Background: an optimization exercise with open tools, aiming at small area, a short achievable clock period and few clock cycles. Do not read the settings as production practice. In this exercise RTL edits were held to simulation tests only and were not proved equivalent to the original. Power figures rest on the tool's default switching activity, not on a simulated workload.

==> module router_top, before the edit <==
module router_top(clock,resetn,pkt_valid,read_enb_0,read_enb_1,read_enb_2,data_in,
                  busy,err,vld_out_0,vld_out_1,vld_out_2,data_out_0,data_out_1,data_out_2);
  input [7:0] data_in;
  input pkt_valid,clock,resetn,read_enb_0,read_enb_1,read_enb_2;
  output [7:0] data_out_0,data_out_1,data_out_2;
  output vld_out_0,vld_out_1,vld_out_2,err,busy;
  reg busy_q, in_pkt, pe, err_q, rv;
  reg [1:0] addr;       
  reg [7:0] r, par;
  wire [2:0] vld = {vld_out_2, vld_out_1, vld_out_0};
  wire [2:0] rdq = {read_enb_2, read_enb_1, read_enb_0};
  wire [2:0] keep = vld & ~rdq;             
  wire [2:0] at = {addr[1], ~addr[1] & addr[0], ~addr[1] & ~addr[0]};
  wire [2:0] ad = {data_in[1], ~data_in[1] & data_in[0], ~data_in[1] & ~data_in[0]};
  wire sel = busy_q | in_pkt;
  wire hdr = ~sel & pkt_valid;              
  wire take = ~busy_q & (in_pkt | pkt_valid);
  wire ka = addr[1] ? keep[2] : (addr[0] ? keep[1] : keep[0]);
  wire kd = data_in[1] ? keep[2] : (data_in[0] ? keep[1] : keep[0]);
  wire [2:0] load = {3{rv & ~busy_q}} & at;
  wire [2:0] vld_next = keep | ({3{sel}} & at) | ({3{hdr}} & ad);
  fifo fifo_0(clock, resetn, r, load[0], vld_next[0], vld_out_0, data_out_0);
  fifo fifo_1(clock, resetn, r, load[1], vld_next[1], vld_out_1, data_out_1);
  fifo fifo_2(clock, resetn, r, load[2], vld_next[2], vld_out_2, data_out_2);
  always @(posedge clock)
    if (!resetn) begin
      busy_q <= 1'b0; in_pkt <= 1'b0; pe <= 1'b0; err_q <= 1'b0; rv <= 1'b0;
    end else begin
      in_pkt <= take ? pkt_valid : in_pkt;
      rv <= take | busy_q;
      busy_q <= sel ? ka : (pkt_valid & kd);
      pe <= take & in_pkt & ~pkt_valid;         
      err_q <= pe & (|par);                      
    end
  always @(posedge clock) begin
    if (hdr) addr <= data_in[1:0];
    if (!busy_q) r <= data_in;
    if (!in_pkt) par <= data_in;
    else if (!busy_q) par <= par ^ data_in;
  end
  assign busy = busy_q;
  assign err = err_q;
endmodule
==> flow/config.mk <==
export PLATFORM = sky130hd
export DESIGN_NAME = router_top
export DESIGN_NICKNAME = router_top
export VERILOG_FILES = /design/flow/design.v
export SDC_FILE = /design/flow/constraint.sdc
export NUM_CORES = 4
export LEC_CHECK = 0
export CAP_MARGIN = 20
export CORE_MARGIN = 2
export CORE_UTILIZATION = 40
export SETUP_SLACK_MARGIN = 3.2
export SLEW_MARGIN = 20
==> flow/constraint.sdc <==
create_clock -name core_clock -period 5.0 [get_ports {clock}]
set_input_delay 1.0000 -clock core_clock [delete_from_list [all_inputs] [get_ports {clock}]]
set_output_delay 1.0000 -clock core_clock [all_outputs]
set_load 0.01 [all_outputs]
run.sh (not shown) runs the stock make flow with config.mk's settings and CLKGATE_MAP_FILE= SYNTH_SCRIPT=/design/flow/synth_recipe.tcl, a recipe that flattens the netlist after the stock synthesis.
Testbench counts at the start, summed over its fixed seeds: cycles 28,230.
==> next run, changes <==
==> flow/design.v (replaced) <==
`timescale 1ns / 1ps
module fifo(
  input clk,
  input rst_n,
  input [7:0] r,
  input load,
  input vld_next,
  output vld,
  output [7:0] dout
);
  reg v;
  reg [7:0] ra;
  always @(posedge clk)
    if (load) ra <= r;
  always @(posedge clk)
    if (!rst_n) v <= 1'b0;
    else v <= vld_next;
  assign vld = v;
  assign dout = ra;
endmodule
`timescale 1ns / 1ps
module router_top(clock,resetn,pkt_valid,read_enb_0,read_enb_1,read_enb_2,data_in,
                  busy,err,vld_out_0,vld_out_1,vld_out_2,data_out_0,data_out_1,data_out_2);
  input [7:0] data_in;
  input pkt_valid,clock,resetn,read_enb_0,read_enb_1,read_enb_2;
  output [7:0] data_out_0,data_out_1,data_out_2;
  output vld_out_0,vld_out_1,vld_out_2,err,busy;
  reg busy_q, in_pkt, err_q, rv;
  reg [1:0] addr;       
  reg [7:0] r, par;
  wire [2:0] vld = {vld_out_2, vld_out_1, vld_out_0};
  wire [2:0] rdq = {read_enb_2, read_enb_1, read_enb_0};
  wire take = ~busy_q & (in_pkt | pkt_valid);
  wire [1:0] tgt = in_pkt ? addr : data_in[1:0];
  wire [1:0] addr_n = take ? tgt : addr;
  wire [2:0] hit = {addr_n == 2'd2, addr_n == 2'd1, addr_n == 2'd0};
  wire [2:0] at = {addr == 2'd2, addr == 2'd1, addr == 2'd0};
  wire [2:0] keep = vld & ~rdq;             
  wire [2:0] load = {3{rv & ~busy_q}} & at;
  wire [2:0] vld_next = keep | ({3{take | busy_q}} & hit);
  fifo fifo_0(clock, resetn, r, load[0], vld_next[0], vld_out_0, data_out_0);
  fifo fifo_1(clock, resetn, r, load[1], vld_next[1], vld_out_1, data_out_1);
  fifo fifo_2(clock, resetn, r, load[2], vld_next[2], vld_out_2, data_out_2);
  always @(posedge clock)
    if (!resetn) begin
      busy_q <= 1'b0; in_pkt <= 1'b0; err_q <= 1'b0; rv <= 1'b0;
    end else begin
      in_pkt <= take ? pkt_valid : in_pkt;
      rv <= take | busy_q;
      busy_q <= (take | busy_q) & keep[addr_n];
      err_q <= take & in_pkt & ~pkt_valid & (|(par ^ data_in));
    end
  always @(posedge clock) begin
    addr <= addr_n;
    if (!busy_q) r <= data_in;
    if (!in_pkt) par <= data_in;
    else if (!busy_q) par <= par ^ data_in;
  end
  assign busy = busy_q;
  assign err = err_q;
endmodule
Outcome: Fmax went up by 1.8%; global-route usage decreases by 1.0 points; final area goes down by about 1%; synthesized cell count came out higher by 2.9%; synthesized area climbs by 2.6%; clock skew hardly moves; sequential power hardly moves; sequential share of layout area decreases by 1.1 points.
Testbench counts after the change, summed over its fixed seeds: cycles 28,229.

afterwards: timing with drivers on the ports:
How much do the figures lean on ideal ports? The routed layouts below were timed once more, with nothing changed but the port constraints.
Step 1: set_driving_cell puts a clkbuf_16 on clock and a buf_2 on each other input, an assumption about the parent block.
Step 2, shift: input delay + t, output delay - t, t = (earliest + latest rising clock arrival at the registers) / 2. This alone moves slack from input paths to output paths.
Slacks: ideal / step 1 / step 2; pairs: ideal / step 1.
| run | t, ns | setup slack, ns | worst setup path at the end | worst slew at a driven data input, ns |
|---|---|---|---|---|
| the first run | 0.324 | 3.150 / 3.124 / 2.915 | input to register | 0.03 |
| the second run | 0.318 | 3.182 / 3.156 / 2.958 | input to register | 0.03 |
After both steps setup and hold are still met in every run listed. The setup slack of the first run, which loses most, moves by -0.026 ns with the drivers and by -0.235 ns with both steps.
